Source: an optimization exercise on an open RTL-to-GDS flow (aim: small area). Production flows keep margins and buffers that such runs may drop.
RTL that was checked went through simulation tests only; none was proved equivalent to the original.
Power figures rest on the tool's default switching activity, not on a simulated workload.

Design BRAM_GPU, start of the top module:
module BRAM_GPU(
        input wire vga_clk,
        input wire rst,
        output wire [3:0] r,
        output wire [3:0] g,
        output wire [3:0] b,
        output wire hs,
        output wire vs,
        output wire [11:0] bram_addr_blk,
        input wire [15:0] bram_rdata_blk,
        output wire [12:0] bram_addr_txtr,
        input wire [11:0] bram_rdata_txtr
);
For scale: roughly 1000 cells after synthesis, roughly 46 flip-flops, ~69 I/O pins.
export LEC_CHECK = 0
export ABC_AREA = 1
export CAP_MARGIN = 20
export CORE_MARGIN = 2
export CORE_UTILIZATION = 70
export SLEW_MARGIN = 20
export SYNTH_MEMORY_MAX_BITS = 131072
create_clock -name core_clock -period 10.0 [get_ports {vga_clk}]
standard.sh (not shown) runs the stock make flow with config.mk's settings and CLKGATE_MAP_FILE= SYNTH_SCRIPT=/design/flow/synth_recipe.tcl, a recipe that flattens the netlist after the stock synthesis.
==> flow/flow/run.sh <==
#!/bin/bash
# The standard layout (standard.sh) with two changes:
#  - synthesis maps the logic with an area-oriented ABC script (flow/abc_area.script:
#    map -a, no ABC buffering or resizing) and leaves adders to ABC instead of
#    extracting half/full adder cells; registers are mapped exactly as standard.sh does;
#  - the port buffers inserted at global placement are sky130_fd_sc_hd__buf_1.
# Each step's full log stays under orfs/logs; make's own output goes to *.log here.
set -euo pipefail
W=$(pwd)
rm -rf "$W/scripts"
cp -r "$FLOW_HOME/scripts" "$W/scripts"
cp "$W/flow/abc_area.script" "$W/scripts/abc_area.script"
bash standard.sh SCRIPTS_DIR="$W/scripts" ADDER_MAP_FILE= synth > make_synth.log 2>&1
bash standard.sh BUFFER_PORTS_ARGS="-buffer_cell sky130_fd_sc_hd__buf_1" finish > make_finish.log 2>&1
==> flow/flow/abc_area.script <==
strash
dc2
dch -f
map -a
topo
stime -c
The first run ended with an error in global routing (5_1_grt).
Then changed:
Settings changed: CORE_UTILIZATION 70 to 40.
After rerunning: This time the run ran to the end with no violations; synthesized cell count does not change; area after synthesis stays the same.
No functional check of the RTL was part of any run of this note.

* * *

Another version of the RTL of BRAM_GPU (not shown whole).
Size: about 46 flip-flops, roughly 69 I/O pins, ~4900 sq um of cells after synthesis.
export LEC_CHECK = 0
export ABC_AREA = 1
export CAP_MARGIN = 20
export CORE_MARGIN = 2
export CORE_UTILIZATION = 40
export CTS_BUF_LIST = sky130_fd_sc_hd__clkbuf_8
export GPL_TIMING_DRIVEN = 0
export SLEW_MARGIN = 20
export SYNTH_MEMORY_MAX_BITS = 131072
create_clock -name core_clock -period 10.0 [get_ports {vga_clk}]
==> flow/flow/run.sh <==
#!/bin/bash
# The standard layout (standard.sh) with two changes:
#  - synthesis maps the logic with an area-oriented ABC script (flow/abc_area.script:
#    map -a, no ABC buffering or resizing) and leaves adders to ABC instead of
#    extracting half/full adder cells; registers are mapped exactly as standard.sh does;
#  - the port buffers inserted at global placement are sky130_fd_sc_hd__buf_1.
# Each step's full log stays under orfs/logs; make's own output goes to *.log here.
set -euo pipefail
W=$(pwd)
rm -rf "$W/scripts"
cp -r "$FLOW_HOME/scripts" "$W/scripts"
cp "$W/flow/abc_area.script" "$W/scripts/abc_area.script"
bash standard.sh SCRIPTS_DIR="$W/scripts" ADDER_MAP_FILE= SYNTH_INSBUF=0 synth > make_synth.log 2>&1
bash standard.sh BUFFER_PORTS_ARGS="-buffer_cell sky130_fd_sc_hd__buf_1" finish > make_finish.log 2>&1
==> flow/flow/abc_area.script <==
&get -n
&st
&dch -f
&nf -p -R 1000 -F 8 -A 8
&put
topo
stime -c
Then changed:
--- a/flow/config.mk
+++ b/flow/config.mk
@@ -12,4 +12,5 @@
 export CTS_BUF_LIST = sky130_fd_sc_hd__clkbuf_8
 export GPL_TIMING_DRIVEN = 0
+export SETUP_SLACK_MARGIN = 0.8
 export SLEW_MARGIN = 20
 export SYNTH_MEMORY_MAX_BITS = 131072
After rerunning: Setup slack is better by 0.62 ns. Final area rises by 0.48%. Sequential share of layout area stays flat. Die area does not change. Power is about the same.
Then changed:
--- a/flow/config.mk
+++ b/flow/config.mk
@@ -7,10 +7,8 @@
 export LEC_CHECK = 0
 export ABC_AREA = 1
-export CAP_MARGIN = 20
+export CAP_MARGIN = 0
 export CORE_MARGIN = 2
 export CORE_UTILIZATION = 40
 export CTS_BUF_LIST = sky130_fd_sc_hd__clkbuf_8
-export GPL_TIMING_DRIVEN = 0
-export SETUP_SLACK_MARGIN = 0.8
-export SLEW_MARGIN = 20
+export SLEW_MARGIN = 0
 export SYNTH_MEMORY_MAX_BITS = 131072
Result: Non-clock buffer count rises by 34. Total power rises by 5.5%. Routed wire length barely changes.
Then changed:
--- a/flow/config.mk
+++ b/flow/config.mk
@@ -7,8 +7,10 @@
 export LEC_CHECK = 0
 export ABC_AREA = 1
-export CAP_MARGIN = 0
+export CAP_MARGIN = 20
 export CORE_MARGIN = 2
 export CORE_UTILIZATION = 40
 export CTS_BUF_LIST = sky130_fd_sc_hd__clkbuf_8
-export SLEW_MARGIN = 0
+export GPL_TIMING_DRIVEN = 0
+export SETUP_SLACK_MARGIN = 0.4
+export SLEW_MARGIN = 20
 export SYNTH_MEMORY_MAX_BITS = 131072
=>
- clock power went down by about a fifth
- setup slack is worse by 1.3 ns
- total power went down by a few percent
No functional check of the RTL was part of any run of this note.

* * *

== onyx ==
BRAM_GPU, a different RTL version from the one above (not shown whole).
Size in the first run: ~760 cells after synthesis, about 46 flip-flops, about 69 I/O pins, about 0.0047 mm2 of cells after synthesis.
Settings: LEC_CHECK=0, ABC_AREA=1, CAP_MARGIN=20, CORE_MARGIN=2, CORE_UTILIZATION=35, CTS_BUF_LIST=sky130_fd_sc_hd__clkbuf_8, GPL_TIMING_DRIVEN=0, SETUP_SLACK_MARGIN=0.5, SLEW_MARGIN=20, SYNTH_MEMORY_MAX_BITS=131072; clock period 10.0 ns.
==> flow/flow/run.sh <==
#!/bin/bash
# The standard layout (standard.sh) with these changes:
#  - synthesis maps the logic with an area-oriented ABC script (flow/abc_area.script:
#    &nf area mapping, no ABC buffering or resizing), leaves adders to ABC instead of
#    extracting half/full adder cells, and inserts no buffers on pass-through wires;
#    registers are mapped exactly as standard.sh does;
#  - the port buffers inserted at global placement are sky130_fd_sc_hd__buf_1;
#  - clock tree synthesis uses clkbuf_8 buffers and inserts no dummy loads.
# Each step's full log stays under orfs/logs; make's own output goes to make_*.log here.
set -euo pipefail
W=$(pwd)
rm -rf "$W/scripts"
cp -r "$FLOW_HOME/scripts" "$W/scripts"
cp "$W/flow/abc_area.script" "$W/scripts/abc_area.script"
bash standard.sh SCRIPTS_DIR="$W/scripts" ADDER_MAP_FILE= SYNTH_INSBUF=0 synth > make_synth.log 2>&1
bash standard.sh BUFFER_PORTS_ARGS="-buffer_cell sky130_fd_sc_hd__buf_1" CTS_ARGS="-sink_clustering_enable -repair_clock_nets -buf_list sky130_fd_sc_hd__clkbuf_8 -dont_use_dummy_load" finish > make_finish.log 2>&1
Scripts as last shown in full above: flow/flow/abc_area.script
Changes in quartz relative to onyx:
Settings: SETUP_SLACK_MARGIN now 0.3, was 0.5.
Results
- On utilization of the core after routing, onyx and quartz are neck and neck.
- Compared to onyx, quartz reaches a lower achievable clock.
- Diff onyx..quartz | non-filler instance count after layout | negligible
- Final cycle utilization of the critical path for quartz: 0.53 points up relative to onyx
- Between quartz and onyx, the power figures differ only marginally.
- Between onyx and quartz, the flow reports via count increasing slightly.
- Of quartz and onyx, it is quartz that has the higher depth of the worst register-to-register path.
- Between quartz and onyx, the routed wire length does not differ in any meaningful way.
- onyx and quartz ended up with nearly the same switching share of power.
- Re number of hold buffers added after cts: no difference whatsoever between onyx and quartz.
The inputs of ember differ from those of quartz as listed below.
Settings: CORE_UTILIZATION changed from 35 to 40; SETUP_SLACK_MARGIN changed from 0.3 to 0.8.
diff --git a/flow/flow/run.sh b/flow/flow/run.sh
--- a/flow/flow/run.sh
+++ b/flow/flow/run.sh
@@ -7,2 +7 @@
-#  - the port buffers inserted at global placement are sky130_fd_sc_hd__buf_1;
-#  - clock tree synthesis uses clkbuf_8 buffers and inserts no dummy loads.
+#  - the port buffers inserted at global placement are sky130_fd_sc_hd__buf_1.
@@ -16 +15 @@
-bash standard.sh BUFFER_PORTS_ARGS="-buffer_cell sky130_fd_sc_hd__buf_1" CTS_ARGS="-sink_clustering_enable -repair_clock_nets -buf_list sky130_fd_sc_hd__clkbuf_8 -dont_use_dummy_load" finish > make_finish.log 2>&1
+bash standard.sh BUFFER_PORTS_ARGS="-buffer_cell sky130_fd_sc_hd__buf_1" finish > make_finish.log 2>&1
Proportion of cell area occupied by registers essentially unchanged between ember and quartz. On worst slew slack as a fraction of its limit: between ember and quartz, it ends up higher for ember. A worst setup path endpoint of npix[6] is what quartz shows, while npix[4] belongs to ember. Changes observed in ember relative to quartz: buffering stage count on the worst path with inverters included went up; area added between synthesis and finish now sits lower; final worst-path cycle share fell 1.8 points; die area has decreased; cell depth of the worst setup path rose by about 8%. Comparing ember and quartz, the higher final worst-path setup slack was measured on ember. No stage failed in ember, and the final checks on the layout all came back clean.
[inputs] willow vs ember
Settings: CORE_UTILIZATION now 35, was 40; SETUP_SLACK_MARGIN now 0.5, was 0.8.
diff --git a/flow/flow/run.sh b/flow/flow/run.sh
--- a/flow/flow/run.sh
+++ b/flow/flow/run.sh
@@ -15 +15 @@
-bash standard.sh BUFFER_PORTS_ARGS="-buffer_cell sky130_fd_sc_hd__buf_1" finish > make_finish.log 2>&1
+bash standard.sh BUFFER_PORTS_ARGS="-buffer_cell sky130_fd_sc_hd__buf_1" CTS_ARGS="-sink_clustering_enable -repair_clock_nets -buf_list sky130_fd_sc_hd__clkbuf_8 -dont_use_dummy_load" finish > make_finish.log 2>&1
==> comparison <==
willow vs ember, highest metal layer with signal wires: met4 vs met5. Delta (willow minus ember): internal power summed over all cells shrank by 2.3%, number of non-clock buffers grew by 1, via count shrank by 436. [willow vs ember] power density over cell area: lower in willow. Die width grows by a few percent when moving from ember to willow. In willow relative to ember, power of the clock network had gone down by more than 10%. willow vs. ember: maximum clock rate went down by 1.3%. willow vs ember, sum of routed wire segments on met1 went up by about 18%. ember → willow: setup slack fell 0.13 ns, transition time at the pin with the least slew margin about even, well tap count rose 23%.

* * *

BRAM_GPU, a different RTL version from the one above (not shown whole).
For scale: ~940 cells after synthesis, about 46 flip-flops, ~69 I/O pins, roughly 5200 um2 of cells after synthesis.
// BRAM_GPU
module BRAM_GPU(
        input wire vga_clk,
        input wire rst,
        output wire [3:0] r,
        output wire [3:0] g,
        output wire [3:0] b,
        output wire hs,
        output wire vs,
        output wire [11:0] bram_addr_blk,
        input wire [15:0] bram_rdata_blk,
        output wire [12:0] bram_addr_txtr,
        input wire [11:0] bram_rdata_txtr
);
reg [10:0] hc;       
reg [9:0] vc;        
reg first;           
reg [11:0] npix;     
reg [11:0] rgb;
wire h_last = hc[10] & hc[8] & hc[6];                   
wire h_pre  = hc[10] & hc[8] & (&hc[5:0]);              
wire v_last = vc[9] & vc[8] & vc[5] & vc[2] & vc[0];     
wire [10:0] hc_nxt = h_last ? 11'd0 : hc + 11'd1;
wire [9:0]  vc_nxt = h_pre ? (v_last ? 10'd0 : vc + 10'd1) : vc;
always @(posedge vga_clk)
    if (rst) begin
        hc <= 11'd1344;
        vc <= 10'd0;
    end else begin
        hc <= hc_nxt;
        vc <= vc_nxt;
    end
always @(posedge vga_clk)
    first <= rst;
assign bram_addr_blk = {vc_nxt[9:5] + {4'd0, hc_nxt[10]}, hc_nxt[9:5], 2'b00};
assign bram_addr_txtr = {bram_rdata_blk[14:12], vc[4:0], hc[4:0]};
wire h0 = ~|hc;
wire vtop = vc[9] & vc[8] & ~|vc[7:4];                  
assign hs = hc[10] & ~hc[9] & ~hc[8] & (hc[7:0] >= 8'd27) & (hc[7:0] < 8'd163);
wire vs_prev = (~|hc[10:2] & ~(hc[1] & hc[0])) | h_last;   
assign vs = vtop & (vs_prev ? (vc[3:0] >= 4'd4 && vc[3:0] <= 4'd9)
                            : (vc[3:0] >= 4'd3 && vc[3:0] <= 4'd8));
wire v768 = vtop & ~|vc[3:0];
wire vblank = vc[9] & vc[8] & ~(h0 ? v768 : v_last);
wire blank = ((hc[10] | vblank) & ~first) | rst;
wire border = (h0 || (~hc[10] & &hc[9:0]) || ~|vc || vc == 10'd767) & ~first;
wire glyph;
CHAR_ROM character_rom(
    .char_number(bram_rdata_blk[5:0]),
    .char_line(vc[4:0]),
    .column(hc[4:0]),
    .pixel(glyph)
);
wire inv = bram_rdata_blk[15];
wire m_glyph = glyph & ~blank;
wire m_tex = ~glyph & ~border & ~blank;
wire m_border = ~glyph & border & ~blank;
wire tp = m_tex & ~inv;           
wire tn = m_tex & inv;            
wire [2:0] fc = {3{m_glyph}} & bram_rdata_blk[10:8];
wire [2:0] on  = fc | {1'b0, m_border, 1'b0};
wire [2:0] p1 = on | {3{tp}};
wire [2:0] p0 = on | {3{tn}};
genvar i;
generate for (i = 0; i < 12; i = i + 1) begin : px
  ...
export LEC_CHECK = 0
export ABC_AREA = 1
export CAP_MARGIN = 20
export CORE_MARGIN = 2
export CORE_UTILIZATION = 40
export SLEW_MARGIN = 20
export SYNTH_MEMORY_MAX_BITS = 131072
create_clock -name core_clock -period 10.0 [get_ports {vga_clk}]
==> flow/flow/run.sh <==
#!/bin/bash
# The standard layout (standard.sh) with two changes:
#  - synthesis maps the logic with an area-oriented ABC script (flow/abc_area.script:
#    map -a, no ABC buffering or resizing) and leaves adders to ABC instead of
#    extracting half/full adder cells; registers are mapped exactly as standard.sh does;
#  - the port buffers inserted at global placement are sky130_fd_sc_hd__buf_1.
# Each step's full log stays under orfs/logs; make's own output goes to *.log here.
set -euo pipefail
W=$(pwd)
rm -rf "$W/scripts"
cp -r "$FLOW_HOME/scripts" "$W/scripts"
cp "$W/flow/abc_area.script" "$W/scripts/abc_area.script"
bash standard.sh SCRIPTS_DIR="$W/scripts" ADDER_MAP_FILE= synth > make_synth.log 2>&1
bash standard.sh BUFFER_PORTS_ARGS="-buffer_cell sky130_fd_sc_hd__buf_1" finish > make_finish.log 2>&1
==> flow/flow/abc_area.script <==
strash
dc2
dch -f
map -a
topo
stime -c
The first run ran to the end with no violations.
Rerun with:
==> flow/flow/abc_area.script (replaced) <==
&get -n
&st
&dch -f
&nf -p -R 1000 -F 8 -A 8
&put
topo
stime -c
- CTS_BUF_LIST: not set -> sky130_fd_sc_hd__clkbuf_8
Effect:
- global-route usage drops by 0.72 points
- cell area drops by 3.3%
- core utilization drops by 1.2 points
- power drops by about 5%
- synthesized cell count drops by 14%
- clock skew stays flat
- setup slack improved by 0.44 ns
- die area drops by about 2%
- clock power drops by about 25%
- register-to-register slack improved by 0.44 ns

-- what the ideal ports hide --
The results above use ideal ports. As a check the final layouts listed here were re-extracted and re-timed, cells and wires unchanged. Step 1 sets driving cells, clkbuf_16 on the clock port and buf_2 on the other inputs (assumed; they add their load-dependent delay and slew). Step 2 times the ports against the registers' clock, not the clock port: input delays grow and output delays shrink by t, the midpoint of the rising clock arrivals with the driver on. Three values: ideal ports, drivers, drivers and shift; two values: the first two.
run | t (ns) | setup slack, ns | hold slack, ns | worst setup path at the end | slew at the worst register clock pin (ns)
the second run of note 1 | 0.319 | 2.746 / 2.715 / 2.799 | 0.373 / 0.373 / 0.373 | register to register | 0.06 / 0.06
the first run of note 2 | 0.331 | 0.258 / 0.258 / 0.258 | 0.372 / 0.372 / 0.372 | register to register | 0.10 / 0.10
the second run of note 2 | 0.330 | 0.876 / 0.876 / 0.876 | 0.372 / 0.372 / 0.372 | register to register | 0.10 / 0.10
the third run of note 2 | 0.330 | 1.767 / 1.767 / 1.767 | 0.372 / 0.372 / 0.372 | register to register | 0.10 / 0.10
the fourth run of note 2 | 0.332 | 0.514 / 0.514 / 0.514 | 0.373 / 0.373 / 0.373 | register to register | 0.10 / 0.10
onyx | 0.328 | 0.466 / 0.466 / 0.466 | 0.378 / 0.378 / 0.378 | register to register | 0.10 / 0.10
quartz | 0.329 | 0.414 / 0.413 / 0.413 | 0.378 / 0.378 / 0.378 | register to register | 0.10 / 0.10
ember | 0.329 | 0.594 / 0.594 / 0.594 | 0.384 / 0.384 / 0.384 | register to register | 0.10 / 0.10
willow | 0.328 | 0.466 / 0.466 / 0.466 | 0.378 / 0.378 / 0.378 | register to register | 0.10 / 0.10
the first run of note 4 | 0.325 | 1.882 / 1.882 / 1.882 | 0.378 / 0.378 / 0.378 | register to register | 0.06 / 0.06
the second run of note 4 | 0.359 | 2.321 / 2.321 / 2.321 | 0.379 / 0.379 / 0.379 | register to register | 0.09 / 0.09
After both steps setup and hold are still met in every run listed. For quartz, which loses most, drivers alone change the setup slack by -0.001 ns; drivers and shift together by -0.001 ns.
